Background: an optimization exercise with open tools, aiming at small area and a short achievable clock period. Do not read the settings as production practice. RTL that was checked went through simulation tests only; none was proved equivalent to the original. The RTL of run 1 was laid out without a check of its function.

==> flow/design.v, too long to show whole: its modules and the start of the top module <==
// module MultiTop: 20 lines
// module FA: 4 lines
// module HA: 4 lines
// module BENC: 8 lines
// module NAND2: 3 lines
// module XOR2: 3 lines
// module AND2: 3 lines
// module AO21: 3 lines
// module XNOR: 3 lines
// module PPSEL: 3 lines
// module Multi: 1149 lines
module MultiTop(
    input             clk,
    input      [31:0] a,
    input      [31:0] b,
    output reg [31:0] prod
);
  // ...
==> flow/run.sh <==
#!/bin/bash
# synth_recipe.tcl (not shown) runs the flow's synth.tcl, then flattens the netlist and writes it again
# the make line also repeats each setting of config.mk as NAME=value (left out here)
make -C /OpenROAD-flow-scripts/flow DESIGN_CONFIG=/design/flow/config.mk WORK_HOME=/design/flow/orfs CLKGATE_MAP_FILE= SYNTH_SCRIPT=/design/flow/synth_recipe.tcl finish
==> flow/config.mk <==
export PLATFORM = sky130hd
export DESIGN_NAME = MultiTop
export DESIGN_NICKNAME = MultiTop
export VERILOG_FILES = /design/flow/design.v
export SDC_FILE = /design/flow/constraint.sdc
export NUM_CORES = 4
export LEC_CHECK = 0
export CAP_MARGIN = 20
export CORE_MARGIN = 2
export CORE_UTILIZATION = 40
export SLEW_MARGIN = 75
export SYNTH_HIERARCHICAL = 1
export SYNTH_MINIMUM_KEEP_SIZE = 0
==> flow/constraint.sdc <==
create_clock -name core_clock -period 17.0 [get_ports {clk}]
set_input_delay 3.4000 -clock core_clock [delete_from_list [all_inputs] [get_ports {clk}]]
set_output_delay 3.4000 -clock core_clock [all_outputs]
set_load 0.01 [all_outputs]
==> impl_metrics.csv, run 1 <==
group,metric,value,unit
final_layout,n_antenna_cell,0,
worst_setup_path,path_cells,"buf_6 > xnor2_4 > buf_2 > buf_2 > o22ai_1 > fa_1 > fa_1 > fa_1 > fa_1 > fa_1 > fa_1 > ha_1 > ha_1 > and2_1 > and2_1 > and2_1 > a21o_1 > xor2_1",
global_routing,antenna_found_initial,0,
yosys,syn_inst,1117,
final_layout,top_regs,"a_q (32), b_q (32), prod (32)",
yosys,synth.yosys.warnings,7,
worst_setup_path,critical_path_class,"reg -> reg",
cts,clk-insertion-delay-late,0.38,ns
place,place_congestion,0.8982,
final_layout,post_route_cells_drive_above_1_share,0.1022,
worst_setup_path,critical_path.startpoint,"b_q[13]$_DFF_P_",
worst_setup_path,path_buf_inv,3,
floorplanning,floorplan.die_area,32450,µm²
yosys,synth.avg_cell_area,11.11,µm²
yosys,synth_cell_types,14,
worst_setup_path,timing.rr.start,"b_q[13]$_DFF_P_",
timing,fin_hold_ws,0.9451,ns
detailed_routing,drt_pass1_iterations,5,
floorplanning,design.portCount,97,
yosys,netlist_area,12410,µm²
final_layout,multiInputCombCellCount,997,
outcome,run_status,"complete, no violations",
final_layout,final_common_cell,"sky130_fd_sc_hd__xnor2_1",
yosys,main_combinational_cell_family_by_area_after_synthesis,"adder cells",
place,dp_worst_setup_slack,11.28,ns
worst_setup_path,worstRegToRegCells,18,
yosys,post_synth_most_frequent_cells,"302 x sky130_fd_sc_hd__xnor2_1, 272 x sky130_fd_sc_hd__o22ai_1, 208 x sky130_fd_sc_hd__fa_1, 96 x sky130_fd_sc_hd__dfxtp_1, 70 x sky130_fd_sc_hd__xor2_1",
yosys,synthTopCellsByArea,"sky130_fd_sc_hd__fa_1 34%, sky130_fd_sc_hd__xnor2_1 21%, sky130_fd_sc_hd__dfxtp_1 15%, sky130_fd_sc_hd__o22ai_1 14%, sky130_fd_sc_hd__xor2_1 4.9%",
yosys,synthMostInstantiatedCell,"sky130_fd_sc_hd__xnor2_1",
timing,final.min_clock_period,5.743,ns
worst_setup_path,worst_path_dominant_cell_family,"adder cells",
final_layout,clock_area_frac,0.01940,
worst_setup_path,crit_path_end_kind,"register",
final_layout,postLayoutCoreUtil,0.4850,
timing,setup_total_negative_slack,0,ns
yosys,synth-compound-area-share,0.1755,
cts,clock_tree_from_tritoncts,"done",
==> module BENC, before the edit <==
module BENC(input b2, input b1, input b0, output onen, output twon, output neg);
    wire t, onen2;
    XNOR xone(.a(b1), .b(b0), .y(onen));
    XNOR xone2(.a(b1), .b(b0), .y(onen2));
    XOR2 xt(.a(b2), .b(b1), .y(t));
    NAND2 ntwo(.a(t), .b(onen2), .y(twon));
    assign neg = b2 & ~(b1 & b0);
endmodule
==> run 2, diff against run 1 <==
--- a/flow/design.v
+++ b/flow/design.v
@@ -23,21 +23,20 @@
     assign s = a ^ b ^ c;
     assign co = (a & b) | (c & (a ^ b));
 endmodule
 module HA(input a, input b, output s, output co);
     assign s = a ^ b;
     assign co = a & b;
 endmodule
 module BENC(input b2, input b1, input b0, output onen, output twon, output neg);
-    wire t, onen2;
+    wire t;
     XNOR xone(.a(b1), .b(b0), .y(onen));
-    XNOR xone2(.a(b1), .b(b0), .y(onen2));
     XOR2 xt(.a(b2), .b(b1), .y(t));
-    NAND2 ntwo(.a(t), .b(onen2), .y(twon));
+    NAND2 ntwo(.a(t), .b(onen), .y(twon));
     assign neg = b2 & ~(b1 & b0);
 endmodule
 module NAND2(input a, input b, output y);
     assign y = ~(a & b);
 endmodule
 module XOR2(input a, input b, output y);
     assign y = a ^ b;
 endmodule
@@ -750,206 +749,206 @@
     FA fa26(.a(w54), .b(w56), .c(w63), .s(w67), .co(w68));
     FA fa27(.a(w65), .b(w58), .c(w67), .s(w69), .co(w70));
     HA ha9(.a(w60), .b(w69), .s(w71), .co(w72));
     FA fa28(.a(neg6), .b(pp0[12]), .c(pp1[10]), .s(w73), .co(w74));
     FA fa29(.a(pp2[8]), .b(pp3[6]), .c(pp4[4]), .s(w75), .co(w76));
     FA fa30(.a(pp5[2]), .b(pp6[0]), .c(w64), .s(w77), .co(w78));
     FA fa31(.a(w66), .b(w73), .c(w75), .s(w79), .co(w80));
     FA fa32(.a(w68), .b(w77), .c(w79), .s(w81), .co(w82));
-    FA fa33(.a(w70), .b(w81), .c(w72), .s(w83), .co(w84));
-    FA fa34(.a(pp0[13]), .b(pp1[11]), .c(pp2[9]), .s(w85), .co(w86));
-    FA fa35(.a(pp3[7]), .b(pp4[5]), .c(pp5[3]), .s(w87), .co(w88));
-    FA fa36(.a(pp6[1]), .b(w74), .c(w76), .s(w89), .co(w90));
-    FA fa37(.a(w85), .b(w87), .c(w78), .s(w91), .co(w92));
-    FA fa38(.a(w80), .b(w89), .c(w91), .s(w93), .co(w94));
-    HA ha10(.a(w82), .b(w93), .s(w95), .co(w96));
+    HA ha10(.a(w70), .b(w81), .s(w83), .co(w84));
+    FA fa33(.a(pp0[13]), .b(pp1[11]), .c(pp2[9]), .s(w85), .co(w86));
+    FA fa34(.a(pp3[7]), .b(pp4[5]), .c(pp5[3]), .s(w87), .co(w88));
+    FA fa35(.a(pp6[1]), .b(w74), .c(w76), .s(w89), .co(w90));
+    FA fa36(.a(w85), .b(w87), .c(w78), .s(w91), .co(w92));
+    FA fa37(.a(w80), .b(w89), .c(w91), .s(w93), .co(w94));
+    FA fa38(.a(w82), .b(w84), .c(w93), .s(w95), .co(w96));
     FA fa39(.a(neg7), .b(pp0[14]), .c(pp1[12]), .s(w97), .co(w98));
     FA fa40(.a(pp2[10]), .b(pp3[8]), .c(pp4[6]), .s(w99), .co(w100));
     FA fa41(.a(pp5[4]), .b(pp6[2]), .c(pp7[0]), .s(w101), .co(w102));
     FA fa42(.a(w86), .b(w88), .c(w97), .s(w103), .co(w104));
     FA fa43(.a(w99), .b(w101), .c(w90), .s(w105), .co(w106));
     FA fa44(.a(w103), .b(w92), .c(w105), .s(w107), .co(w108));
-    FA fa45(.a(w94), .b(w107), .c(w96), .s(w109), .co(w110));
-    FA fa46(.a(pp0[15]), .b(pp1[13]), .c(pp2[11]), .s(w111), .co(w112));
-    FA fa47(.a(pp3[9]), .b(pp4[7]), .c(pp5[5]), .s(w113), .co(w114));
-    FA fa48(.a(pp6[3]), .b(pp7[1]), .c(w98), .s(w115), .co(w116));
-    FA fa49(.a(w100), .b(w102), .c(w111), .s(w117), .co(w118));
-    FA fa50(.a(w113), .b(w104), .c(w115), .s(w119), .co(w120));
-    FA fa51(.a(w117), .b(w106), .c(w119), .s(w121), .co(w122));
-    HA ha11(.a(w108), .b(w121), .s(w123), .co(w124));
-    FA fa52(.a(neg8), .b(pp0[16]), .c(pp1[14]), .s(w125), .co(w126));
-    FA fa53(.a(pp2[12]), .b(pp3[10]), .c(pp4[8]), .s(w127), .co(w128));
-    FA fa54(.a(pp5[6]), .b(pp6[4]), .c(pp7[2]), .s(w129), .co(w130));
-    FA fa55(.a(pp8[0]), .b(w112), .c(w114), .s(w131), .co(w132));
-    FA fa56(.a(w125), .b(w127), .c(w129), .s(w133), .co(w134));
-    FA fa57(.a(w116), .b(w118), .c(w131), .s(w135), .co(w136));
-    FA fa58(.a(w133), .b(w120), .c(w135), .s(w137), .co(w138));
-    HA ha12(.a(w122), .b(w137), .s(w139), .co(w140));
-    FA fa59(.a(pp0[17]), .b(pp1[15]), .c(pp2[13]), .s(w141), .co(w142));
-    FA fa60(.a(pp3[11]), .b(pp4[9]), .c(pp5[7]), .s(w143), .co(w144));
-    FA fa61(.a(pp6[5]), .b(pp7[3]), .c(pp8[1]), .s(w145), .co(w146));
-    FA fa62(.a(w126), .b(w128), .c(w130), .s(w147), .co(w148));
-    FA fa63(.a(w141), .b(w143), .c(w145), .s(w149), .co(w150));
-    FA fa64(.a(w132), .b(w134), .c(w147), .s(w151), .co(w152));
-    FA fa65(.a(w149), .b(w136), .c(w151), .s(w153), .co(w154));
-    HA ha13(.a(w138), .b(w153), .s(w155), .co(w156));
-    FA fa66(.a(neg9), .b(pp0[18]), .c(pp1[16]), .s(w157), .co(w158));
-    FA fa67(.a(pp2[14]), .b(pp3[12]), .c(pp4[10]), .s(w159), .co(w160));
-    FA fa68(.a(pp5[8]), .b(pp6[6]), .c(pp7[4]), .s(w161), .co(w162));
-    FA fa69(.a(pp8[2]), .b(pp9[0]), .c(w142), .s(w163), .co(w164));
-    FA fa70(.a(w144), .b(w146), .c(w157), .s(w165), .co(w166));
-    FA fa71(.a(w159), .b(w161), .c(w148), .s(w167), .co(w168));
-    FA fa72(.a(w163), .b(w150), .c(w165), .s(w169), .co(w170));
-    FA fa73(.a(w167), .b(w152), .c(w169), .s(w171), .co(w172));
-    FA fa74(.a(w154), .b(w171), .c(w156), .s(w173), .co(w174));
-    FA fa75(.a(pp0[19]), .b(pp1[17]), .c(pp2[15]), .s(w175), .co(w176));
-    FA fa76(.a(pp3[13]), .b(pp4[11]), .c(pp5[9]), .s(w177), .co(w178));
-    FA fa77(.a(pp6[7]), .b(pp7[5]), .c(pp8[3]), .s(w179), .co(w180));
-    FA fa78(.a(pp9[1]), .b(w158), .c(w160), .s(w181), .co(w182));
-    FA fa79(.a(w162), .b(w175), .c(w177), .s(w183), .co(w184));
-    FA fa80(.a(w179), .b(w164), .c(w166), .s(w185), .co(w186));
-    FA fa81(.a(w181), .b(w183), .c(w168), .s(w187), .co(w188));
-    FA fa82(.a(w185), .b(w170), .c(w187), .s(w189), .co(w190));
-    HA ha14(.a(w172), .b(w189), .s(w191), .co(w192));
-    FA fa83(.a(neg10), .b(pp0[20]), .c(pp1[18]), .s(w193), .co(w194));
-    FA fa84(.a(pp2[16]), .b(pp3[14]), .c(pp4[12]), .s(w195), .co(w196));
-    FA fa85(.a(pp5[10]), .b(pp6[8]), .c(pp7[6]), .s(w197), .co(w198));
-    FA fa86(.a(pp8[4]), .b(pp9[2]), .c(pp10[0]), .s(w199), .co(w200));
-    FA fa87(.a(w176), .b(w178), .c(w180), .s(w201), .co(w202));
-    FA fa88(.a(w193), .b(w195), .c(w197), .s(w203), .co(w204));
-    FA fa89(.a(w199), .b(w182), .c(w184), .s(w205), .co(w206));
-    FA fa90(.a(w201), .b(w203), .c(w186), .s(w207), .co(w208));
-    FA fa91(.a(w205), .b(w188), .c(w207), .s(w209), .co(w210));
-    HA ha15(.a(w190), .b(w209), .s(w211), .co(w212));
-    FA fa92(.a(pp0[21]), .b(pp1[19]), .c(pp2[17]), .s(w213), .co(w214));
-    FA fa93(.a(pp3[15]), .b(pp4[13]), .c(pp5[11]), .s(w215), .co(w216));
-    FA fa94(.a(pp6[9]), .b(pp7[7]), .c(pp8[5]), .s(w217), .co(w218));
-    FA fa95(.a(pp9[3]), .b(pp10[1]), .c(w194), .s(w219), .co(w220));
-    FA fa96(.a(w196), .b(w198), .c(w200), .s(w221), .co(w222));
-    FA fa97(.a(w213), .b(w215), .c(w217), .s(w223), .co(w224));
-    FA fa98(.a(w202), .b(w219), .c(w204), .s(w225), .co(w226));
-    FA fa99(.a(w221), .b(w223), .c(w206), .s(w227), .co(w228));
-    FA fa100(.a(w225), .b(w208), .c(w227), .s(w229), .co(w230));
-    HA ha16(.a(w210), .b(w229), .s(w231), .co(w232));
-    FA fa101(.a(neg11), .b(pp0[22]), .c(pp1[20]), .s(w233), .co(w234));
-    FA fa102(.a(pp2[18]), .b(pp3[16]), .c(pp4[14]), .s(w235), .co(w236));
-    FA fa103(.a(pp5[12]), .b(pp6[10]), .c(pp7[8]), .s(w237), .co(w238));
-    FA fa104(.a(pp8[6]), .b(pp9[4]), .c(pp10[2]), .s(w239), .co(w240));
-    FA fa105(.a(pp11[0]), .b(w214), .c(w216), .s(w241), .co(w242));
-    FA fa106(.a(w218), .b(w233), .c(w235), .s(w243), .co(w244));
-    FA fa107(.a(w237), .b(w239), .c(w220), .s(w245), .co(w246));
-    FA fa108(.a(w222), .b(w224), .c(w241), .s(w247), .co(w248));
-    FA fa109(.a(w243), .b(w245), .c(w226), .s(w249), .co(w250));
-    FA fa110(.a(w247), .b(w228), .c(w249), .s(w251), .co(w252));
-    HA ha17(.a(w230), .b(w251), .s(w253), .co(w254));
-    FA fa111(.a(pp0[23]), .b(pp1[21]), .c(pp2[19]), .s(w255), .co(w256));
-    FA fa112(.a(pp3[17]), .b(pp4[15]), .c(pp5[13]), .s(w257), .co(w258));
-    FA fa113(.a(pp6[11]), .b(pp7[9]), .c(pp8[7]), .s(w259), .co(w260));
-    FA fa114(.a(pp9[5]), .b(pp10[3]), .c(pp11[1]), .s(w261), .co(w262));
-    FA fa115(.a(w234), .b(w236), .c(w238), .s(w263), .co(w264));
-    FA fa116(.a(w240), .b(w255), .c(w257), .s(w265), .co(w266));
-    FA fa117(.a(w259), .b(w261), .c(w242), .s(w267), .co(w268));
-    FA fa118(.a(w244), .b(w263), .c(w265), .s(w269), .co(w270));
-    FA fa119(.a(w246), .b(w267), .c(w248), .s(w271), .co(w272));
-    FA fa120(.a(w269), .b(w250), .c(w271), .s(w273), .co(w274));
-    HA ha18(.a(w252), .b(w273), .s(w275), .co(w276));
-    FA fa121(.a(neg12), .b(pp0[24]), .c(pp1[22]), .s(w277), .co(w278));
-    FA fa122(.a(pp2[20]), .b(pp3[18]), .c(pp4[16]), .s(w279), .co(w280));
-    FA fa123(.a(pp5[14]), .b(pp6[12]), .c(pp7[10]), .s(w281), .co(w282));
-    FA fa124(.a(pp8[8]), .b(pp9[6]), .c(pp10[4]), .s(w283), .co(w284));
-    FA fa125(.a(pp11[2]), .b(pp12[0]), .c(w256), .s(w285), .co(w286));
-    FA fa126(.a(w258), .b(w260), .c(w262), .s(w287), .co(w288));
-    FA fa127(.a(w277), .b(w279), .c(w281), .s(w289), .co(w290));
-    FA fa128(.a(w283), .b(w264), .c(w285), .s(w291), .co(w292));
-    FA fa129(.a(w266), .b(w287), .c(w289), .s(w293), .co(w294));
-    FA fa130(.a(w268), .b(w291), .c(w270), .s(w295), .co(w296));
-    FA fa131(.a(w293), .b(w272), .c(w295), .s(w297), .co(w298));
-    HA ha19(.a(w274), .b(w297), .s(w299), .co(w300));
-    FA fa132(.a(pp0[25]), .b(pp1[23]), .c(pp2[21]), .s(w301), .co(w302));
-    FA fa133(.a(pp3[19]), .b(pp4[17]), .c(pp5[15]), .s(w303), .co(w304));
-    FA fa134(.a(pp6[13]), .b(pp7[11]), .c(pp8[9]), .s(w305), .co(w306));
-    FA fa135(.a(pp9[7]), .b(pp10[5]), .c(pp11[3]), .s(w307), .co(w308));
-    FA fa136(.a(pp12[1]), .b(w278), .c(w280), .s(w309), .co(w310));
-    FA fa137(.a(w282), .b(w284), .c(w301), .s(w311), .co(w312));
-    FA fa138(.a(w303), .b(w305), .c(w307), .s(w313), .co(w314));
-    FA fa139(.a(w286), .b(w288), .c(w290), .s(w315), .co(w316));
-    FA fa140(.a(w309), .b(w311), .c(w313), .s(w317), .co(w318));
-    FA fa141(.a(w292), .b(w294), .c(w315), .s(w319), .co(w320));
-    FA fa142(.a(w317), .b(w296), .c(w319), .s(w321), .co(w322));
-    HA ha20(.a(w298), .b(w321), .s(w323), .co(w324));
-    FA fa143(.a(neg13), .b(pp0[26]), .c(pp1[24]), .s(w325), .co(w326));
-    FA fa144(.a(pp2[22]), .b(pp3[20]), .c(pp4[18]), .s(w327), .co(w328));
-    FA fa145(.a(pp5[16]), .b(pp6[14]), .c(pp7[12]), .s(w329), .co(w330));
-    FA fa146(.a(pp8[10]), .b(pp9[8]), .c(pp10[6]), .s(w331), .co(w332));
-    FA fa147(.a(pp11[4]), .b(pp12[2]), .c(pp13[0]), .s(w333), .co(w334));
-    FA fa148(.a(w302), .b(w304), .c(w306), .s(w335), .co(w336));
-    FA fa149(.a(w308), .b(w325), .c(w327), .s(w337), .co(w338));
-    FA fa150(.a(w329), .b(w331), .c(w333), .s(w339), .co(w340));
-    FA fa151(.a(w310), .b(w312), .c(w314), .s(w341), .co(w342));
-    FA fa152(.a(w335), .b(w337), .c(w339), .s(w343), .co(w344));
-    FA fa153(.a(w316), .b(w318), .c(w341), .s(w345), .co(w346));
-    FA fa154(.a(w343), .b(w320), .c(w345), .s(w347), .co(w348));
-    HA ha21(.a(w322), .b(w347), .s(w349), .co(w350));
-    FA fa155(.a(pp0[27]), .b(pp1[25]), .c(pp2[23]), .s(w351), .co(w352));
-    FA fa156(.a(pp3[21]), .b(pp4[19]), .c(pp5[17]), .s(w353), .co(w354));
-    FA fa157(.a(pp6[15]), .b(pp7[13]), .c(pp8[11]), .s(w355), .co(w356));
-    FA fa158(.a(pp9[9]), .b(pp10[7]), .c(pp11[5]), .s(w357), .co(w358));
-    FA fa159(.a(pp12[3]), .b(pp13[1]), .c(w326), .s(w359), .co(w360));
-    FA fa160(.a(w328), .b(w330), .c(w332), .s(w361), .co(w362));
-    FA fa161(.a(w334), .b(w351), .c(w353), .s(w363), .co(w364));
-    FA fa162(.a(w355), .b(w357), .c(w336), .s(w365), .co(w366));
-    FA fa163(.a(w359), .b(w338), .c(w340), .s(w367), .co(w368));
-    FA fa164(.a(w361), .b(w363), .c(w342), .s(w369), .co(w370));
-    FA fa165(.a(w365), .b(w344), .c(w367), .s(w371), .co(w372));
-    FA fa166(.a(w369), .b(w346), .c(w371), .s(w373), .co(w374));
-    FA fa167(.a(w348), .b(w373), .c(w350), .s(w375), .co(w376));
-    FA fa168(.a(neg14), .b(pp0[28]), .c(pp1[26]), .s(w377), .co(w378));
-    FA fa169(.a(pp2[24]), .b(pp3[22]), .c(pp4[20]), .s(w379), .co(w380));
-    FA fa170(.a(pp5[18]), .b(pp6[16]), .c(pp7[14]), .s(w381), .co(w382));
-    FA fa171(.a(pp8[12]), .b(pp9[10]), .c(pp10[8]), .s(w383), .co(w384));
-    FA fa172(.a(pp11[6]), .b(pp12[4]), .c(pp13[2]), .s(w385), .co(w386));
-    FA fa173(.a(pp14[0]), .b(w352), .c(w354), .s(w387), .co(w388));
-    FA fa174(.a(w356), .b(w358), .c(w377), .s(w389), .co(w390));
-    FA fa175(.a(w379), .b(w381), .c(w383), .s(w391), .co(w392));
-    FA fa176(.a(w385), .b(w360), .c(w362), .s(w393), .co(w394));
-    FA fa177(.a(w364), .b(w387), .c(w389), .s(w395), .co(w396));
-    FA fa178(.a(w391), .b(w366), .c(w393), .s(w397), .co(w398));
-    FA fa179(.a(w368), .b(w395), .c(w370), .s(w399), .co(w400));
-    FA fa180(.a(w397), .b(w372), .c(w399), .s(w401), .co(w402));
-    HA ha22(.a(w374), .b(w401), .s(w403), .co(w404));
-    FA fa181(.a(pp0[29]), .b(pp1[27]), .c(pp2[25]), .s(w405), .co(w406));
-    FA fa182(.a(pp3[23]), .b(pp4[21]), .c(pp5[19]), .s(w407), .co(w408));
-    FA fa183(.a(pp6[17]), .b(pp7[15]), .c(pp8[13]), .s(w409), .co(w410));
-    FA fa184(.a(pp9[11]), .b(pp10[9]), .c(pp11[7]), .s(w411), .co(w412));
-    FA fa185(.a(pp12[5]), .b(pp13[3]), .c(pp14[1]), .s(w413), .co(w414));
-    FA fa186(.a(w378), .b(w380), .c(w382), .s(w415), .co(w416));
-    FA fa187(.a(w384), .b(w386), .c(w405), .s(w417), .co(w418));
-    FA fa188(.a(w407), .b(w409), .c(w411), .s(w419), .co(w420));
-    FA fa189(.a(w413), .b(w388), .c(w390), .s(w421), .co(w422));
-    FA fa190(.a(w392), .b(w415), .c(w417), .s(w423), .co(w424));
-    FA fa191(.a(w419), .b(w394), .c(w396), .s(w425), .co(w426));
-    FA fa192(.a(w421), .b(w423), .c(w398), .s(w427), .co(w428));
-    FA fa193(.a(w425), .b(w400), .c(w427), .s(w429), .co(w430));
-    HA ha23(.a(w402), .b(w429), .s(w431), .co(w432));
-    FA fa194(.a(neg15), .b(pp0[30]), .c(pp1[28]), .s(w433), .co(w434));
-    FA fa195(.a(pp2[26]), .b(pp3[24]), .c(pp4[22]), .s(w435), .co(w436));
-    FA fa196(.a(pp5[20]), .b(pp6[18]), .c(pp7[16]), .s(w437), .co(w438));
-    FA fa197(.a(pp8[14]), .b(pp9[12]), .c(pp10[10]), .s(w439), .co(w440));
-    FA fa198(.a(pp11[8]), .b(pp12[6]), .c(pp13[4]), .s(w441), .co(w442));
-    FA fa199(.a(pp14[2]), .b(pp15[0]), .c(w406), .s(w443), .co(w444));
-    FA fa200(.a(w408), .b(w410), .c(w412), .s(w445), .co(w446));
-    FA fa201(.a(w414), .b(w433), .c(w435), .s(w447), .co(w448));
-    FA fa202(.a(w437), .b(w439), .c(w441), .s(w449), .co(w450));
-    FA fa203(.a(w416), .b(w418), .c(w443), .s(w451), .co(w452));
-    FA fa204(.a(w420), .b(w445), .c(w447), .s(w453), .co(w454));
-    FA fa205(.a(w449), .b(w422), .c(w424), .s(w455), .co(w456));
-    FA fa206(.a(w451), .b(w453), .c(w426), .s(w457), .co(w458));
-    FA fa207(.a(w455), .b(w428), .c(w457), .s(w459), .co(w460));
-    FA fa208(.a(w430), .b(w459), .c(w432), .s(w461), .co(w462));
+    HA ha11(.a(w94), .b(w107), .s(w109), .co(w110));
+    FA fa45(.a(pp0[15]), .b(pp1[13]), .c(pp2[11]), .s(w111), .co(w112));
+    FA fa46(.a(pp3[9]), .b(pp4[7]), .c(pp5[5]), .s(w113), .co(w114));
+    FA fa47(.a(pp6[3]), .b(pp7[1]), .c(w98), .s(w115), .co(w116));
+    FA fa48(.a(w100), .b(w102), .c(w111), .s(w117), .co(w118));
+    FA fa49(.a(w113), .b(w104), .c(w115), .s(w119), .co(w120));
+    FA fa50(.a(w117), .b(w106), .c(w119), .s(w121), .co(w122));
+    HA ha12(.a(w108), .b(w121), .s(w123), .co(w124));
+    FA fa51(.a(neg8), .b(pp0[16]), .c(pp1[14]), .s(w125), .co(w126));
+    FA fa52(.a(pp2[12]), .b(pp3[10]), .c(pp4[8]), .s(w127), .co(w128));
+    FA fa53(.a(pp5[6]), .b(pp6[4]), .c(pp7[2]), .s(w129), .co(w130));
+    FA fa54(.a(pp8[0]), .b(w112), .c(w114), .s(w131), .co(w132));
+    FA fa55(.a(w125), .b(w127), .c(w129), .s(w133), .co(w134));
+    FA fa56(.a(w116), .b(w118), .c(w131), .s(w135), .co(w136));
+    FA fa57(.a(w133), .b(w120), .c(w135), .s(w137), .co(w138));
+    HA ha13(.a(w122), .b(w137), .s(w139), .co(w140));
+    FA fa58(.a(pp0[17]), .b(pp1[15]), .c(pp2[13]), .s(w141), .co(w142));
+    FA fa59(.a(pp3[11]), .b(pp4[9]), .c(pp5[7]), .s(w143), .co(w144));
+    FA fa60(.a(pp6[5]), .b(pp7[3]), .c(pp8[1]), .s(w145), .co(w146));
+    FA fa61(.a(w126), .b(w128), .c(w130), .s(w147), .co(w148));
+    FA fa62(.a(w141), .b(w143), .c(w145), .s(w149), .co(w150));
+    FA fa63(.a(w132), .b(w134), .c(w147), .s(w151), .co(w152));
+    FA fa64(.a(w149), .b(w136), .c(w151), .s(w153), .co(w154));
+    HA ha14(.a(w138), .b(w153), .s(w155), .co(w156));
+    FA fa65(.a(neg9), .b(pp0[18]), .c(pp1[16]), .s(w157), .co(w158));
+    FA fa66(.a(pp2[14]), .b(pp3[12]), .c(pp4[10]), .s(w159), .co(w160));
+    FA fa67(.a(pp5[8]), .b(pp6[6]), .c(pp7[4]), .s(w161), .co(w162));
+    FA fa68(.a(pp8[2]), .b(pp9[0]), .c(w142), .s(w163), .co(w164));
+    FA fa69(.a(w144), .b(w146), .c(w157), .s(w165), .co(w166));
+    FA fa70(.a(w159), .b(w161), .c(w148), .s(w167), .co(w168));
+    FA fa71(.a(w163), .b(w150), .c(w165), .s(w169), .co(w170));
+    FA fa72(.a(w167), .b(w152), .c(w169), .s(w171), .co(w172));
+    HA ha15(.a(w154), .b(w171), .s(w173), .co(w174));
+    FA fa73(.a(pp0[19]), .b(pp1[17]), .c(pp2[15]), .s(w175), .co(w176));
+    FA fa74(.a(pp3[13]), .b(pp4[11]), .c(pp5[9]), .s(w177), .co(w178));
+    FA fa75(.a(pp6[7]), .b(pp7[5]), .c(pp8[3]), .s(w179), .co(w180));
+    FA fa76(.a(pp9[1]), .b(w158), .c(w160), .s(w181), .co(w182));
+    FA fa77(.a(w162), .b(w175), .c(w177), .s(w183), .co(w184));
+    FA fa78(.a(w179), .b(w164), .c(w166), .s(w185), .co(w186));
+    FA fa79(.a(w181), .b(w183), .c(w168), .s(w187), .co(w188));
+    FA fa80(.a(w170), .b(w185), .c(w187), .s(w189), .co(w190));
+    FA fa81(.a(w172), .b(w174), .c(w189), .s(w191), .co(w192));
+    FA fa82(.a(neg10), .b(pp0[20]), .c(pp1[18]), .s(w193), .co(w194));
+    FA fa83(.a(pp2[16]), .b(pp3[14]), .c(pp4[12]), .s(w195), .co(w196));
+    FA fa84(.a(pp5[10]), .b(pp6[8]), .c(pp7[6]), .s(w197), .co(w198));
+    FA fa85(.a(pp8[4]), .b(pp9[2]), .c(pp10[0]), .s(w199), .co(w200));
+    FA fa86(.a(w176), .b(w178), .c(w180), .s(w201), .co(w202));
+    FA fa87(.a(w193), .b(w195), .c(w197), .s(w203), .co(w204));
+    FA fa88(.a(w199), .b(w182), .c(w184), .s(w205), .co(w206));
+    FA fa89(.a(w201), .b(w203), .c(w186), .s(w207), .co(w208));
+    FA fa90(.a(w205), .b(w188), .c(w207), .s(w209), .co(w210));
+    HA ha16(.a(w190), .b(w209), .s(w211), .co(w212));
+    FA fa91(.a(pp0[21]), .b(pp1[19]), .c(pp2[17]), .s(w213), .co(w214));
+    FA fa92(.a(pp3[15]), .b(pp4[13]), .c(pp5[11]), .s(w215), .co(w216));
+    FA fa93(.a(pp6[9]), .b(pp7[7]), .c(pp8[5]), .s(w217), .co(w218));
+    FA fa94(.a(pp9[3]), .b(pp10[1]), .c(w194), .s(w219), .co(w220));
+    FA fa95(.a(w196), .b(w198), .c(w200), .s(w221), .co(w222));
+    FA fa96(.a(w213), .b(w215), .c(w217), .s(w223), .co(w224));
+    FA fa97(.a(w202), .b(w219), .c(w204), .s(w225), .co(w226));
+    FA fa98(.a(w221), .b(w223), .c(w206), .s(w227), .co(w228));
+    FA fa99(.a(w225), .b(w208), .c(w227), .s(w229), .co(w230));
+    HA ha17(.a(w210), .b(w229), .s(w231), .co(w232));
+    FA fa100(.a(neg11), .b(pp0[22]), .c(pp1[20]), .s(w233), .co(w234));
+    FA fa101(.a(pp2[18]), .b(pp3[16]), .c(pp4[14]), .s(w235), .co(w236));
+    FA fa102(.a(pp5[12]), .b(pp6[10]), .c(pp7[8]), .s(w237), .co(w238));
+    FA fa103(.a(pp8[6]), .b(pp9[4]), .c(pp10[2]), .s(w239), .co(w240));
+    FA fa104(.a(pp11[0]), .b(w214), .c(w216), .s(w241), .co(w242));
+    FA fa105(.a(w218), .b(w233), .c(w235), .s(w243), .co(w244));
+    FA fa106(.a(w237), .b(w239), .c(w220), .s(w245), .co(w246));
+    FA fa107(.a(w222), .b(w224), .c(w241), .s(w247), .co(w248));
+    FA fa108(.a(w243), .b(w245), .c(w226), .s(w249), .co(w250));
+    FA fa109(.a(w247), .b(w228), .c(w249), .s(w251), .co(w252));
+    HA ha18(.a(w230), .b(w251), .s(w253), .co(w254));
+    FA fa110(.a(pp0[23]), .b(pp1[21]), .c(pp2[19]), .s(w255), .co(w256));
+    FA fa111(.a(pp3[17]), .b(pp4[15]), .c(pp5[13]), .s(w257), .co(w258));
+    FA fa112(.a(pp6[11]), .b(pp7[9]), .c(pp8[7]), .s(w259), .co(w260));
+    FA fa113(.a(pp9[5]), .b(pp10[3]), .c(pp11[1]), .s(w261), .co(w262));
+    FA fa114(.a(w234), .b(w236), .c(w238), .s(w263), .co(w264));
+    FA fa115(.a(w240), .b(w255), .c(w257), .s(w265), .co(w266));
+    FA fa116(.a(w259), .b(w261), .c(w242), .s(w267), .co(w268));
+    FA fa117(.a(w244), .b(w263), .c(w265), .s(w269), .co(w270));
+    FA fa118(.a(w246), .b(w267), .c(w248), .s(w271), .co(w272));
+    FA fa119(.a(w269), .b(w250), .c(w271), .s(w273), .co(w274));
+    HA ha19(.a(w252), .b(w273), .s(w275), .co(w276));
+    FA fa120(.a(neg12), .b(pp0[24]), .c(pp1[22]), .s(w277), .co(w278));
+    FA fa121(.a(pp2[20]), .b(pp3[18]), .c(pp4[16]), .s(w279), .co(w280));
+    FA fa122(.a(pp5[14]), .b(pp6[12]), .c(pp7[10]), .s(w281), .co(w282));
+    FA fa123(.a(pp8[8]), .b(pp9[6]), .c(pp10[4]), .s(w283), .co(w284));
+    FA fa124(.a(pp11[2]), .b(pp12[0]), .c(w256), .s(w285), .co(w286));
+    FA fa125(.a(w258), .b(w260), .c(w262), .s(w287), .co(w288));
+    FA fa126(.a(w277), .b(w279), .c(w281), .s(w289), .co(w290));
+    FA fa127(.a(w283), .b(w264), .c(w285), .s(w291), .co(w292));
+    FA fa128(.a(w266), .b(w287), .c(w289), .s(w293), .co(w294));
+    FA fa129(.a(w268), .b(w291), .c(w270), .s(w295), .co(w296));
+    FA fa130(.a(w293), .b(w272), .c(w295), .s(w297), .co(w298));
+    HA ha20(.a(w274), .b(w297), .s(w299), .co(w300));
+    FA fa131(.a(pp0[25]), .b(pp1[23]), .c(pp2[21]), .s(w301), .co(w302));
+    FA fa132(.a(pp3[19]), .b(pp4[17]), .c(pp5[15]), .s(w303), .co(w304));
+    FA fa133(.a(pp6[13]), .b(pp7[11]), .c(pp8[9]), .s(w305), .co(w306));
+    FA fa134(.a(pp9[7]), .b(pp10[5]), .c(pp11[3]), .s(w307), .co(w308));
+    FA fa135(.a(pp12[1]), .b(w278), .c(w280), .s(w309), .co(w310));
+    FA fa136(.a(w282), .b(w284), .c(w301), .s(w311), .co(w312));
+    FA fa137(.a(w303), .b(w305), .c(w307), .s(w313), .co(w314));
+    FA fa138(.a(w286), .b(w288), .c(w290), .s(w315), .co(w316));
+    FA fa139(.a(w309), .b(w311), .c(w313), .s(w317), .co(w318));
+    FA fa140(.a(w292), .b(w294), .c(w315), .s(w319), .co(w320));
+    FA fa141(.a(w317), .b(w296), .c(w319), .s(w321), .co(w322));
+    HA ha21(.a(w298), .b(w321), .s(w323), .co(w324));
+    FA fa142(.a(neg13), .b(pp0[26]), .c(pp1[24]), .s(w325), .co(w326));
+    FA fa143(.a(pp2[22]), .b(pp3[20]), .c(pp4[18]), .s(w327), .co(w328));
+    FA fa144(.a(pp5[16]), .b(pp6[14]), .c(pp7[12]), .s(w329), .co(w330));
+    FA fa145(.a(pp8[10]), .b(pp9[8]), .c(pp10[6]), .s(w331), .co(w332));
+    FA fa146(.a(pp11[4]), .b(pp12[2]), .c(pp13[0]), .s(w333), .co(w334));
+    FA fa147(.a(w302), .b(w304), .c(w306), .s(w335), .co(w336));
+    FA fa148(.a(w308), .b(w325), .c(w327), .s(w337), .co(w338));
+    FA fa149(.a(w329), .b(w331), .c(w333), .s(w339), .co(w340));
+    FA fa150(.a(w310), .b(w312), .c(w314), .s(w341), .co(w342));
+    FA fa151(.a(w335), .b(w337), .c(w339), .s(w343), .co(w344));
+    FA fa152(.a(w316), .b(w318), .c(w341), .s(w345), .co(w346));
+    FA fa153(.a(w343), .b(w320), .c(w345), .s(w347), .co(w348));
+    HA ha22(.a(w322), .b(w347), .s(w349), .co(w350));
+    FA fa154(.a(pp0[27]), .b(pp1[25]), .c(pp2[23]), .s(w351), .co(w352));
+    FA fa155(.a(pp3[21]), .b(pp4[19]), .c(pp5[17]), .s(w353), .co(w354));
+    FA fa156(.a(pp6[15]), .b(pp7[13]), .c(pp8[11]), .s(w355), .co(w356));
+    FA fa157(.a(pp9[9]), .b(pp10[7]), .c(pp11[5]), .s(w357), .co(w358));
+    FA fa158(.a(pp12[3]), .b(pp13[1]), .c(w326), .s(w359), .co(w360));
+    FA fa159(.a(w328), .b(w330), .c(w332), .s(w361), .co(w362));
+    FA fa160(.a(w334), .b(w351), .c(w353), .s(w363), .co(w364));
+    FA fa161(.a(w355), .b(w357), .c(w336), .s(w365), .co(w366));
+    FA fa162(.a(w359), .b(w338), .c(w340), .s(w367), .co(w368));
+    FA fa163(.a(w361), .b(w363), .c(w342), .s(w369), .co(w370));
+    FA fa164(.a(w365), .b(w344), .c(w367), .s(w371), .co(w372));
+    FA fa165(.a(w369), .b(w346), .c(w371), .s(w373), .co(w374));
+    HA ha23(.a(w348), .b(w373), .s(w375), .co(w376));
+    FA fa166(.a(neg14), .b(pp0[28]), .c(pp1[26]), .s(w377), .co(w378));
+    FA fa167(.a(pp2[24]), .b(pp3[22]), .c(pp4[20]), .s(w379), .co(w380));
+    FA fa168(.a(pp5[18]), .b(pp6[16]), .c(pp7[14]), .s(w381), .co(w382));
+    FA fa169(.a(pp8[12]), .b(pp9[10]), .c(pp10[8]), .s(w383), .co(w384));
+    FA fa170(.a(pp11[6]), .b(pp12[4]), .c(pp13[2]), .s(w385), .co(w386));
+    FA fa171(.a(pp14[0]), .b(w352), .c(w354), .s(w387), .co(w388));
+    FA fa172(.a(w356), .b(w358), .c(w377), .s(w389), .co(w390));
+    FA fa173(.a(w379), .b(w381), .c(w383), .s(w391), .co(w392));
+    FA fa174(.a(w385), .b(w360), .c(w362), .s(w393), .co(w394));
+    FA fa175(.a(w364), .b(w387), .c(w389), .s(w395), .co(w396));
+    FA fa176(.a(w391), .b(w366), .c(w393), .s(w397), .co(w398));
+    FA fa177(.a(w368), .b(w395), .c(w370), .s(w399), .co(w400));
+    FA fa178(.a(w397), .b(w372), .c(w399), .s(w401), .co(w402));
+    FA fa179(.a(w374), .b(w376), .c(w401), .s(w403), .co(w404));
+    FA fa180(.a(pp0[29]), .b(pp1[27]), .c(pp2[25]), .s(w405), .co(w406));
+    FA fa181(.a(pp3[23]), .b(pp4[21]), .c(pp5[19]), .s(w407), .co(w408));
+    FA fa182(.a(pp6[17]), .b(pp7[15]), .c(pp8[13]), .s(w409), .co(w410));
+    FA fa183(.a(pp9[11]), .b(pp10[9]), .c(pp11[7]), .s(w411), .co(w412));
+    FA fa184(.a(pp12[5]), .b(pp13[3]), .c(pp14[1]), .s(w413), .co(w414));
+    FA fa185(.a(w378), .b(w380), .c(w382), .s(w415), .co(w416));
+    FA fa186(.a(w384), .b(w386), .c(w405), .s(w417), .co(w418));
+    FA fa187(.a(w407), .b(w409), .c(w411), .s(w419), .co(w420));
+    FA fa188(.a(w413), .b(w388), .c(w390), .s(w421), .co(w422));
+    FA fa189(.a(w392), .b(w415), .c(w417), .s(w423), .co(w424));
+    FA fa190(.a(w419), .b(w394), .c(w396), .s(w425), .co(w426));
+    FA fa191(.a(w421), .b(w423), .c(w398), .s(w427), .co(w428));
+    FA fa192(.a(w425), .b(w400), .c(w427), .s(w429), .co(w430));
+    HA ha24(.a(w402), .b(w429), .s(w431), .co(w432));
+    FA fa193(.a(neg15), .b(pp0[30]), .c(pp1[28]), .s(w433), .co(w434));
+    FA fa194(.a(pp2[26]), .b(pp3[24]), .c(pp4[22]), .s(w435), .co(w436));
+    FA fa195(.a(pp5[20]), .b(pp6[18]), .c(pp7[16]), .s(w437), .co(w438));
+    FA fa196(.a(pp8[14]), .b(pp9[12]), .c(pp10[10]), .s(w439), .co(w440));
+    FA fa197(.a(pp11[8]), .b(pp12[6]), .c(pp13[4]), .s(w441), .co(w442));
+    FA fa198(.a(pp14[2]), .b(pp15[0]), .c(w406), .s(w443), .co(w444));
+    FA fa199(.a(w408), .b(w410), .c(w412), .s(w445), .co(w446));
+    FA fa200(.a(w414), .b(w433), .c(w435), .s(w447), .co(w448));
+    FA fa201(.a(w437), .b(w439), .c(w441), .s(w449), .co(w450));
+    FA fa202(.a(w416), .b(w418), .c(w443), .s(w451), .co(w452));
+    FA fa203(.a(w420), .b(w445), .c(w447), .s(w453), .co(w454));
+    FA fa204(.a(w449), .b(w422), .c(w424), .s(w455), .co(w456));
+    FA fa205(.a(w451), .b(w453), .c(w426), .s(w457), .co(w458));
+    FA fa206(.a(w455), .b(w428), .c(w457), .s(w459), .co(w460));
+    FA fa207(.a(w430), .b(w459), .c(w432), .s(w461), .co(w462));
     assign prod[0] = w1;
     assign prod[1] = w3;
     assign prod[2] = w7;
     assign prod[3] = w11;
     assign prod[4] = w17;
     assign prod[5] = w23;
     wire g6, p6;
     HA hgp6(.a(w24), .b(w29), .s(p6), .co(g6));
@@ -958,50 +957,50 @@
     wire g8 = 1'b0;
     wire p8 = w43;
     wire g9 = 1'b0;
     wire p9 = w51;
     wire g10, p10;
     HA hgp10(.a(w52), .b(w61), .s(p10), .co(g10));
     wire g11, p11;
     HA hgp11(.a(w62), .b(w71), .s(p11), .co(g11));
-    wire g12 = 1'b0;
-    wire p12 = w83;
-    wire g13, p13;
-    HA hgp13(.a(w84), .b(w95), .s(p13), .co(g13));
-    wire g14 = 1'b0;
-    wire p14 = w109;
+    wire g12, p12;
+    HA hgp12(.a(w72), .b(w83), .s(p12), .co(g12));
+    wire g13 = 1'b0;
+    wire p13 = w95;
+    wire g14, p14;
+    HA hgp14(.a(w96), .b(w109), .s(p14), .co(g14));
     wire g15, p15;
     HA hgp15(.a(w110), .b(w123), .s(p15), .co(g15));
     wire g16, p16;
     HA hgp16(.a(w124), .b(w139), .s(p16), .co(g16));
     wire g17, p17;
     HA hgp17(.a(w140), .b(w155), .s(p17), .co(g17));
-    wire g18 = 1'b0;
-    wire p18 = w173;
-    wire g19, p19;
-    HA hgp19(.a(w174), .b(w191), .s(p19), .co(g19));
+    wire g18, p18;
+    HA hgp18(.a(w156), .b(w173), .s(p18), .co(g18));
+    wire g19 = 1'b0;
+    wire p19 = w191;
     wire g20, p20;
     HA hgp20(.a(w192), .b(w211), .s(p20), .co(g20));
     wire g21, p21;
     HA hgp21(.a(w212), .b(w231), .s(p21), .co(g21));
     wire g22, p22;
     HA hgp22(.a(w232), .b(w253), .s(p22), .co(g22));
     wire g23, p23;
     HA hgp23(.a(w254), .b(w275), .s(p23), .co(g23));
     wire g24, p24;
     HA hgp24(.a(w276), .b(w299), .s(p24), .co(g24));
     wire g25, p25;
     HA hgp25(.a(w300), .b(w323), .s(p25), .co(g25));
     wire g26, p26;
     HA hgp26(.a(w324), .b(w349), .s(p26), .co(g26));
-    wire g27 = 1'b0;
-    wire p27 = w375;
-    wire g28, p28;
-    HA hgp28(.a(w376), .b(w403), .s(p28), .co(g28));
+    wire g27, p27;
+    HA hgp27(.a(w350), .b(w375), .s(p27), .co(g27));
+    wire g28 = 1'b0;
+    wire p28 = w403;
     wire g29, p29;
     HA hgp29(.a(w404), .b(w431), .s(p29), .co(g29));
     wire g30 = 1'b0;
     wire p30 = w461;
     wire G7_6;
     AO21 gao7_6(.a1(p7), .a2(g6), .b1(g7), .x(G7_6));
     wire G9_8;
     AND2 gand9_8(.a(p9), .b(1'b0), .y(G9_8));
@@ -1013,143 +1012,143 @@
     AND2 pand10_8(.a(p10), .b(P9_8), .y(P10_8));
     wire G8_6;
     AND2 gand8_6(.a(p8), .b(G7_6), .y(G8_6));
     wire G9_6;
     AO21 gao9_6(.a1(P9_8), .a2(G7_6), .b1(G9_8), .x(G9_6));
     wire G10_6;
     AO21 gao10_6(.a1(P10_8), .a2(G7_6), .b1(G10_8), .x(G10_6));
     wire G12_11;
-    AND2 gand12_11(.a(p12), .b(g11), .y(G12_11));
+    AO21 gao12_11(.a1(p12), .a2(g11), .b1(g12), .x(G12_11));
     wire P12_11;
     AND2 pand12_11(.a(p12), .b(p11), .y(P12_11));
     wire G13_11;
-    AO21 gao13_11(.a1(p13), .a2(G12_11), .b1(g13), .x(G13_11));
+    AND2 gand13_11(.a(p13), .b(G12_11), .y(G13_11));
     wire P13_11;
     AND2 pand13_11(.a(p13), .b(P12_11), .y(P13_11));
     wire G14_11;
-    AND2 gand14_11(.a(p14), .b(G13_11), .y(G14_11));
+    AO21 gao14_11(.a1(p14), .a2(G13_11), .b1(g14), .x(G14_11));
     wire P14_11;
     AND2 pand14_11(.a(p14), .b(P13_11), .y(P14_11));
+    wire G16_15;
+    AO21 gao16_15(.a1(p16), .a2(g15), .b1(g16), .x(G16_15));
+    wire P16_15;
+    AND2 pand16_15(.a(p16), .b(p15), .y(P16_15));
     wire G15_11;
     AO21 gao15_11(.a1(p15), .a2(G14_11), .b1(g15), .x(G15_11));
     wire P15_11;
     AND2 pand15_11(.a(p15), .b(P14_11), .y(P15_11));
+    wire G16_11;
+    AO21 gao16_11(.a1(P16_15), .a2(G14_11), .b1(G16_15), .x(G16_11));
+    wire P16_11;
+    AND2 pand16_11(.a(P16_15), .b(P14_11), .y(P16_11));
     wire G11_6;
     AO21 gao11_6(.a1(p11), .a2(G10_6), .b1(g11), .x(G11_6));
     wire G12_6;
     AO21 gao12_6(.a1(P12_11), .a2(G10_6), .b1(G12_11), .x(G12_6));
     wire G13_6;
     AO21 gao13_6(.a1(P13_11), .a2(G10_6), .b1(G13_11), .x(G13_6));
     wire G14_6;
     AO21 gao14_6(.a1(P14_11), .a2(G10_6), .b1(G14_11), .x(G14_6));
     wire G15_6;
     AO21 gao15_6(.a1(P15_11), .a2(G10_6), .b1(G15_11), .x(G15_6));
-    wire G17_16;
-    AO21 gao17_16(.a1(p17), .a2(g16), .b1(g17), .x(G17_16));
-    wire P17_16;
-    AND2 pand17_16(.a(p17), .b(p16), .y(P17_16));
-    wire G18_16;
-    AND2 gand18_16(.a(p18), .b(G17_16), .y(G18_16));
-    wire P18_16;
-    AND2 pand18_16(.a(p18), .b(P17_16), .y(P18_16));
-    wire G19_16;
-    AO21 gao19_16(.a1(p19), .a2(G18_16), .b1(g19), .x(G19_16));
-    wire P19_16;
-    AND2 pand19_16(.a(p19), .b(P18_16), .y(P19_16));
-    wire G21_20;
-    AO21 gao21_20(.a1(p21), .a2(g20), .b1(g21), .x(G21_20));
-    wire P21_20;
-    AND2 pand21_20(.a(p21), .b(p20), .y(P21_20));
-    wire G20_16;
-    AO21 gao20_16(.a1(p20), .a2(G19_16), .b1(g20), .x(G20_16));
-    wire P20_16;
-    AND2 pand20_16(.a(p20), .b(P19_16), .y(P20_16));
-    wire G21_16;
-    AO21 gao21_16(.a1(P21_20), .a2(G19_16), .b1(G21_20), .x(G21_16));
-    wire P21_16;
-    AND2 pand21_16(.a(P21_20), .b(P19_16), .y(P21_16));
     wire G16_6;
-    AO21 gao16_6(.a1(p16), .a2(G15_6), .b1(g16), .x(G16_6));
+    AO21 gao16_6(.a1(P16_11), .a2(G10_6), .b1(G16_11), .x(G16_6));
+    wire G18_17;
+    AO21 gao18_17(.a1(p18), .a2(g17), .b1(g18), .x(G18_17));
+    wire P18_17;
+    AND2 pand18_17(.a(p18), .b(p17), .y(P18_17));
+    wire G19_17;
+    AND2 gand19_17(.a(p19), .b(G18_17), .y(G19_17));
+    wire P19_17;
+    AND2 pand19_17(.a(p19), .b(P18_17), .y(P19_17));
+    wire G20_17;
+    AO21 gao20_17(.a1(p20), .a2(G19_17), .b1(g20), .x(G20_17));
+    wire P20_17;
+    AND2 pand20_17(.a(p20), .b(P19_17), .y(P20_17));
+    wire G22_21;
+    AO21 gao22_21(.a1(p22), .a2(g21), .b1(g22), .x(G22_21));
+    wire P22_21;
+    AND2 pand22_21(.a(p22), .b(p21), .y(P22_21));
+    wire G21_17;
+    AO21 gao21_17(.a1(p21), .a2(G20_17), .b1(g21), .x(G21_17));
+    wire P21_17;
+    AND2 pand21_17(.a(p21), .b(P20_17), .y(P21_17));
+    wire G22_17;
+    AO21 gao22_17(.a1(P22_21), .a2(G20_17), .b1(G22_21), .x(G22_17));
+    wire P22_17;
+    AND2 pand22_17(.a(P22_21), .b(P20_17), .y(P22_17));
     wire G17_6;
-    AO21 gao17_6(.a1(P17_16), .a2(G15_6), .b1(G17_16), .x(G17_6));
+    AO21 gao17_6(.a1(p17), .a2(G16_6), .b1(g17), .x(G17_6));
     wire G18_6;
-    AO21 gao18_6(.a1(P18_16), .a2(G15_6), .b1(G18_16), .x(G18_6));
+    AO21 gao18_6(.a1(P18_17), .a2(G16_6), .b1(G18_17), .x(G18_6));
     wire G19_6;
-    AO21 gao19_6(.a1(P19_16), .a2(G15_6), .b1(G19_16), .x(G19_6));
+    AO21 gao19_6(.a1(P19_17), .a2(G16_6), .b1(G19_17), .x(G19_6));
     wire G20_6;
-    AO21 gao20_6(.a1(P20_16), .a2(G15_6), .b1(G20_16), .x(G20_6));
+    AO21 gao20_6(.a1(P20_17), .a2(G16_6), .b1(G20_17), .x(G20_6));
     wire G21_6;
-    AO21 gao21_6(.a1(P21_16), .a2(G15_6), .b1(G21_16), .x(G21_6));
-    wire G23_22;
-    AO21 gao23_22(.a1(p23), .a2(g22), .b1(g23), .x(G23_22));
-    wire P23_22;
-    AND2 pand23_22(.a(p23), .b(p22), .y(P23_22));
-    wire G24_22;
-    AO21 gao24_22(.a1(p24), .a2(G23_22), .b1(g24), .x(G24_22));
-    wire P24_22;
-    AND2 pand24_22(.a(p24), .b(P23_22), .y(P24_22));
-    wire G26_25;
-    AO21 gao26_25(.a1(p26), .a2(g25), .b1(g26), .x(G26_25));
-    wire P26_25;
-    AND2 pand26_25(.a(p26), .b(p25), .y(P26_25));
-    wire G27_25;
-    AND2 gand27_25(.a(p27), .b(G26_25), .y(G27_25));
-    wire P27_25;
-    AND2 pand27_25(.a(p27), .b(P26_25), .y(P27_25));
-    wire G25_22;
-    AO21 gao25_22(.a1(p25), .a2(G24_22), .b1(g25), .x(G25_22));
-    wire P25_22;
-    AND2 pand25_22(.a(p25), .b(P24_22), .y(P25_22));
-    wire G26_22;
-    AO21 gao26_22(.a1(P26_25), .a2(G24_22), .b1(G26_25), .x(G26_22));
-    wire P26_22;
-    AND2 pand26_22(.a(P26_25), .b(P24_22), .y(P26_22));
-    wire G27_22;
-    AO21 gao27_22(.a1(P27_25), .a2(G24_22), .b1(G27_25), .x(G27_22));
-    wire P27_22;
-    AND2 pand27_22(.a(P27_25), .b(P24_22), .y(P27_22));
-    wire G29_28;
-    AO21 gao29_28(.a1(p29), .a2(g28), .b1(g29), .x(G29_28));
-    wire P29_28;
-    AND2 pand29_28(.a(p29), .b(p28), .y(P29_28));
-    wire G30_28;
-    AND2 gand30_28(.a(p30), .b(G29_28), .y(G30_28));
-    wire P30_28;
-    AND2 pand30_28(.a(p30), .b(P29_28), .y(P30_28));
-    wire G28_22;
-    AO21 gao28_22(.a1(p28), .a2(G27_22), .b1(g28), .x(G28_22));
-    wire P28_22;
-    AND2 pand28_22(.a(p28), .b(P27_22), .y(P28_22));
-    wire G29_22;
-    AO21 gao29_22(.a1(P29_28), .a2(G27_22), .b1(G29_28), .x(G29_22));
-    wire P29_22;
-    AND2 pand29_22(.a(P29_28), .b(P27_22), .y(P29_22));
-    wire G30_22;
-    AO21 gao30_22(.a1(P30_28), .a2(G27_22), .b1(G30_28), .x(G30_22));
-    wire P30_22;
-    AND2 pand30_22(.a(P30_28), .b(P27_22), .y(P30_22));
+    AO21 gao21_6(.a1(P21_17), .a2(G16_6), .b1(G21_17), .x(G21_6));
     wire G22_6;
-    AO21 gao22_6(.a1(p22), .a2(G21_6), .b1(g22), .x(G22_6));
+    AO21 gao22_6(.a1(P22_17), .a2(G16_6), .b1(G22_17), .x(G22_6));
+    wire G24_23;
+    AO21 gao24_23(.a1(p24), .a2(g23), .b1(g24), .x(G24_23));
+    wire P24_23;
+    AND2 pand24_23(.a(p24), .b(p23), .y(P24_23));
+    wire G25_23;
+    AO21 gao25_23(.a1(p25), .a2(G24_23), .b1(g25), .x(G25_23));
+    wire P25_23;
+    AND2 pand25_23(.a(p25), .b(P24_23), .y(P25_23));
+    wire G27_26;
+    AO21 gao27_26(.a1(p27), .a2(g26), .b1(g27), .x(G27_26));
+    wire P27_26;
+    AND2 pand27_26(.a(p27), .b(p26), .y(P27_26));
+    wire G28_26;
+    AND2 gand28_26(.a(p28), .b(G27_26), .y(G28_26));
+    wire P28_26;
+    AND2 pand28_26(.a(p28), .b(P27_26), .y(P28_26));
+    wire G26_23;
+    AO21 gao26_23(.a1(p26), .a2(G25_23), .b1(g26), .x(G26_23));
+    wire P26_23;
+    AND2 pand26_23(.a(p26), .b(P25_23), .y(P26_23));
+    wire G27_23;
+    AO21 gao27_23(.a1(P27_26), .a2(G25_23), .b1(G27_26), .x(G27_23));
+    wire P27_23;
+    AND2 pand27_23(.a(P27_26), .b(P25_23), .y(P27_23));
+    wire G28_23;
+    AO21 gao28_23(.a1(P28_26), .a2(G25_23), .b1(G28_26), .x(G28_23));
+    wire P28_23;
+    AND2 pand28_23(.a(P28_26), .b(P25_23), .y(P28_23));
+    wire G30_29;
+    AND2 gand30_29(.a(p30), .b(g29), .y(G30_29));
+    wire P30_29;
+    AND2 pand30_29(.a(p30), .b(p29), .y(P30_29));
+    wire G29_23;
+    AO21 gao29_23(.a1(p29), .a2(G28_23), .b1(g29), .x(G29_23));
+    wire P29_23;
+    AND2 pand29_23(.a(p29), .b(P28_23), .y(P29_23));
+    wire G30_23;
+    AO21 gao30_23(.a1(P30_29), .a2(G28_23), .b1(G30_29), .x(G30_23));
+    wire P30_23;
+    AND2 pand30_23(.a(P30_29), .b(P28_23), .y(P30_23));
     wire G23_6;
-    AO21 gao23_6(.a1(P23_22), .a2(G21_6), .b1(G23_22), .x(G23_6));
+    AO21 gao23_6(.a1(p23), .a2(G22_6), .b1(g23), .x(G23_6));
     wire G24_6;
-    AO21 gao24_6(.a1(P24_22), .a2(G21_6), .b1(G24_22), .x(G24_6));
+    AO21 gao24_6(.a1(P24_23), .a2(G22_6), .b1(G24_23), .x(G24_6));
     wire G25_6;
-    AO21 gao25_6(.a1(P25_22), .a2(G21_6), .b1(G25_22), .x(G25_6));
+    AO21 gao25_6(.a1(P25_23), .a2(G22_6), .b1(G25_23), .x(G25_6));
     wire G26_6;
-    AO21 gao26_6(.a1(P26_22), .a2(G21_6), .b1(G26_22), .x(G26_6));
+    AO21 gao26_6(.a1(P26_23), .a2(G22_6), .b1(G26_23), .x(G26_6));
     wire G27_6;
-    AO21 gao27_6(.a1(P27_22), .a2(G21_6), .b1(G27_22), .x(G27_6));
+    AO21 gao27_6(.a1(P27_23), .a2(G22_6), .b1(G27_23), .x(G27_6));
     wire G28_6;
-    AO21 gao28_6(.a1(P28_22), .a2(G21_6), .b1(G28_22), .x(G28_6));
+    AO21 gao28_6(.a1(P28_23), .a2(G22_6), .b1(G28_23), .x(G28_6));
     wire G29_6;
-    AO21 gao29_6(.a1(P29_22), .a2(G21_6), .b1(G29_22), .x(G29_6));
+    AO21 gao29_6(.a1(P29_23), .a2(G22_6), .b1(G29_23), .x(G29_6));
     wire G30_6;
-    AO21 gao30_6(.a1(P30_22), .a2(G21_6), .b1(G30_22), .x(G30_6));
+    AO21 gao30_6(.a1(P30_23), .a2(G22_6), .b1(G30_23), .x(G30_6));
     assign prod[6] = p6;
     XOR2 sx7(.a(p7), .b(g6), .y(prod[7]));
     XOR2 sx8(.a(p8), .b(G7_6), .y(prod[8]));
     XOR2 sx9(.a(p9), .b(G8_6), .y(prod[9]));
     XOR2 sx10(.a(p10), .b(G9_6), .y(prod[10]));
     XOR2 sx11(.a(p11), .b(G10_6), .y(prod[11]));
     XOR2 sx12(.a(p12), .b(G11_6), .y(prod[12]));
     XOR2 sx13(.a(p13), .b(G12_6), .y(prod[13]));
@@ -1188,17 +1187,17 @@
     XOR2 txw478(.a(w472), .b(w473), .y(w478));
     XOR2 txw479(.a(w474), .b(w475), .y(w479));
     XOR2 txw480(.a(w476), .b(w477), .y(w480));
     XOR2 txw481(.a(w478), .b(w444), .y(w481));
     XOR2 txw482(.a(w446), .b(w448), .y(w482));
     XOR2 txw483(.a(w450), .b(w479), .y(w483));
     XOR2 txw484(.a(w480), .b(w481), .y(w484));
     XOR2 txw485(.a(w482), .b(w483), .y(w485));
-    XOR2 txw486(.a(w452), .b(w484), .y(w486));
-    XOR2 txw487(.a(w454), .b(w485), .y(w487));
+    XOR2 txw486(.a(w452), .b(w454), .y(w486));
+    XOR2 txw487(.a(w484), .b(w485), .y(w487));
     XOR2 txw488(.a(w486), .b(w487), .y(w488));
     XOR2 txw489(.a(w456), .b(w488), .y(w489));
     XOR2 txw490(.a(w458), .b(w489), .y(w490));
     XOR2 txw491(.a(w490), .b(w460), .y(w491));
     XOR2 txw492(.a(w491), .b(w462), .y(w492));
     XOR2 sx31(.a(w492), .b(G30_6), .y(prod[31]));
 endmodule
==> run 2 against run 1 <==
  * Register-to-register slack about the same
  * Setup slack got worse by 0.0093 ns
  * Cell area decreased by 1.3%
  * Sequential cell count unchanged
  * Clock-buffer cell count unchanged
  * Wire length decreased by 1.5%
  * Die area decreased by 0.99%
  * First-iteration DRC count decreased by 0.68%
  * Clock skew increased by 0.0093 ns
  * Area after synthesis decreased by 1.0%
  * Global-route usage increased by 0.54 points
  * Critical endpoint unchanged
  * Largest cell class unchanged
  * Highest routed layer unchanged
==> impl_metrics.csv, run 2 <==
group,metric,value,unit
final_layout,final-seq-area,1988,µm²
floorplanning,core_region_area,30430,µm²
cts,cts_made_buffers,9,
timing,rsz0062_at_grt,"no",
place,place.port_buffers,96,
final_layout,final_common_cell,"sky130_fd_sc_hd__xnor2_1",
global_routing,grt_start_max_net_pins,38,
detailed_routing,drcViolationCount,0,
yosys,post_synth_most_frequent_cells,"287 x sky130_fd_sc_hd__xnor2_1, 272 x sky130_fd_sc_hd__o22ai_1, 207 x sky130_fd_sc_hd__fa_1, 96 x sky130_fd_sc_hd__dfxtp_1, 70 x sky130_fd_sc_hd__xor2_1",
place,place_congestion,0.9029,
floorplanning,start_util,0.4038,
yosys,synth_seq_area_share,0.1564,
place,dp_worst_setup_slack,11.25,ns
cts,clk-insertion-delay-late,0.38,ns
outcome,run_status,"complete, no violations",
final_layout,area_delta_synth_final,19.13,%
hold_path,hold_path_depth,2,
floorplanning,design.portCount,97,
yosys,async_s_r_ff_share_synth,0,
job,cap_violations,0,
yosys,synth.avg_cell_area,11.14,µm²
floorplanning,die_h,179.3,µm
floorplanning,dieWidth,179.3,µm
final_layout,top_regs,"a_q (32), b_q (32), prod (32)",
yosys,netlist_area,12290,µm²
floorplanning,floorplan.die_area,32130,µm²
final_layout,post_route_cells_drive_above_1_share,0.09615,
detailed_routing,vias,9337,
global_routing,antenna_found_initial,0,
cts,clock-sinks,96,
worst_setup_path,ff2ff_setup_slack,11.25,ns
yosys,synth.yosys.warnings,7,
timing,final-max-slew-violation-count,0,
global_routing,grt_util_met3,0.03075,
detailed_routing,viasPerCell,5.679,
yosys,ys_seq_elements,96,
worst_setup_path,r2r-end,"prod[31]$_DFF_P_",
yosys,synthTopCellsByArea,"sky130_fd_sc_hd__fa_1 34%, sky130_fd_sc_hd__xnor2_1 20%, sky130_fd_sc_hd__dfxtp_1 16%, sky130_fd_sc_hd__o22ai_1 14%, sky130_fd_sc_hd__xor2_1 5.0%",
yosys,synth_cell_types,14,
global_routing,global_route.usage.met1,0.3060,
timing,setup_total_negative_slack,0,ns
worst_setup_path,critPathRequiredTime,17.26,ns
cts,clkSlewWorstSetupHoldPaths,0.07,ns
final_layout,n_antenna_cell,0,
worst_setup_path,critical_path_class,"reg -> reg",
cts,clock_tree_from_tritoncts,"done",
cts,cts-resized-gates,0,
global_routing,first_global_vias,9671,
timing,final.setup.worst_slack,11.25,ns
worst_setup_path,crit_path_end_kind,"register",
cts,cts_max_path_buffers,2,
final_layout,postLayoutCoreUtil,0.4810,
worst_setup_path,timing.rr.start,"b_q[9]$_DFF_P_",
timing,timing.final.crit_share,0.3383,
timing,final-hold-violation-count,0,
timing,final.min_clock_period,5.752,ns
yosys,syn_inst,1103,
detailed_routing,drt_pass1_iterations,7,
worst_setup_path,worstRegToRegCells,17,
yosys,synthMostInstantiatedCell,"sky130_fd_sc_hd__xnor2_1",
cts,ctsRootBufferMaster,"sky130_fd_sc_hd__clkbuf_16",
global_routing,top_usage_layer,"met2",
-- run 2: cell types whose count changed after synthesis, sizes merged --
cell	delta
xnor2	-15
ha	+2
a21o	+1
and2	-1
fa	-1
-- run 2: cell families (layout without fill, tap and decap cells) --
group | count (synthesis) | count (layout) | synth area share
AOI/OAI and AO/OA | 329 | 329 | 0.1779
and+or+nand+nor | 46 | 46 | 0.02037
DFF | 96 | 96 | 0.1564
buffers and inverters | 24 | 169 | 0.009470
adders and majority gates | 250 | 250 | 0.3811
xor gates and xnor gates | 357 | 357 | 0.2545
other | 1 | 1 | 0.0003052
-- run 2: per-layer routing --
metal  up-vias  part of all wire
li1       4265                 -
met1      4615              0.44
met2       400              0.47
met3        57             0.063
met4         0             0.034
met5         -                 0
-- run 2: stage by stage --
stage	area (µm²)	instances	hold WS, ns
6_report	14640	1644	0.6978
5_1_grt	14640	1644	0.7104
2_1_floorplan	12290	1103	0.8968
4_1_cts	14580	1643	0.8730
3_5_place_dp	14280	1627	0.8597
3_3_place_gp	13910	1613	0.8902
-- run 2: area by class of cell --
type | instances | area share
inverters | 17 | 0.004359
clock buffers | 9 | 0.01539
repair buffers | 136 | 0.09334
flip-flops and latches | 96 | 0.1358
well taps | 396 | 0.03385
multi-input cells | 983 | 0.7121
clock inverters | 7 | 0.005129
-- run 2: worst max-delay path, cell delays in order, from the launching register on --
cell and delay [ns]:
sky130_fd_sc_hd__dfxtp_1 0.32, sky130_fd_sc_hd__buf_6 0.30, sky130_fd_sc_hd__xnor2_1 0.16, sky130_fd_sc_hd__buf_4 0.32, sky130_fd_sc_hd__nand2_4 0.24, sky130_fd_sc_hd__o22ai_1 0.23
sky130_fd_sc_hd__fa_1 0.50, sky130_fd_sc_hd__fa_1 0.46, sky130_fd_sc_hd__fa_1 0.39, sky130_fd_sc_hd__fa_1 0.39, sky130_fd_sc_hd__fa_1 0.51, sky130_fd_sc_hd__fa_1 0.42
sky130_fd_sc_hd__fa_1 0.37, sky130_fd_sc_hd__ha_1 0.35, sky130_fd_sc_hd__and2_1 0.17, sky130_fd_sc_hd__a21o_1 0.18, sky130_fd_sc_hd__a21o_1 0.16, sky130_fd_sc_hd__xor2_1 0.15
-- run 2: worst max path at each step --
stage	cells past startpoint	slack, ns	end	startpoint
after global placement	16	10.60	prod[31]$_DFF_P_	b_q[7]$_DFF_P_
after global routing	18	11.02	prod[31]$_DFF_P_	b_q[9]$_DFF_P_
final	17	11.25	prod[31]$_DFF_P_	b_q[9]$_DFF_P_
after CTS	17	11.25	prod[31]$_DFF_P_	b_q[9]$_DFF_P_
after detailed placement	17	11.25	prod[31]$_DFF_P_	b_q[9]$_DFF_P_
after floorplan	15	9.42	prod[31]$_DFF_P_	b_q[1]$_DFF_P_
-- run 2: modules after synthesis, one instance, submodules excluded, excerpt --
module | flops+latches | area (µm²) | times used | cells inside
AND2 | 0 | 6.256 | 30 | 1
AO21 | 0 | 7.507 | 42 | 1
BENC | 0 | 11.26 | 15 | 1
FA | 0 | 20.02 | 207 | 1
HA | 0 | 12.51 | 43 | 1
Multi | 0 | 126.4 | 1 | 26
MultiTop | 96 | 1922 | 1 | 96
PPSEL | 0 | 6.256 | 272 | 1
XNOR | 0 | 8.758 | 287 | 1
XOR2 | 0 | 8.758 | 70 | 1

## port drivers added, routing unchanged
In the flow no input, the clock included, has a driving cell. The finished layouts below were timed again as built, in two steps.
Step 1: set_driving_cell puts a clkbuf_16 on clk and a buf_2 on each other input, an assumption about the parent block.
Step 2 also shifts input and output timing later by t, the mid clock arrival at the registers, as if the neighbouring blocks saw the same clock.
Slacks: ideal ports / drivers / drivers and shift; pairs: ideal ports / drivers.
run | t, ns | setup WS [ns] | worst register clock-pin slew, ns | worst slew at a driven data input, ns
run 1 | 0.425 | 11.257 / 11.257 / 11.257 | 0.07 / 0.07 | 0.04
run 2 | 0.418 | 11.248 / 11.248 / 11.248 | 0.08 / 0.08 | 0.05
After both steps every run listed still meets setup and hold.
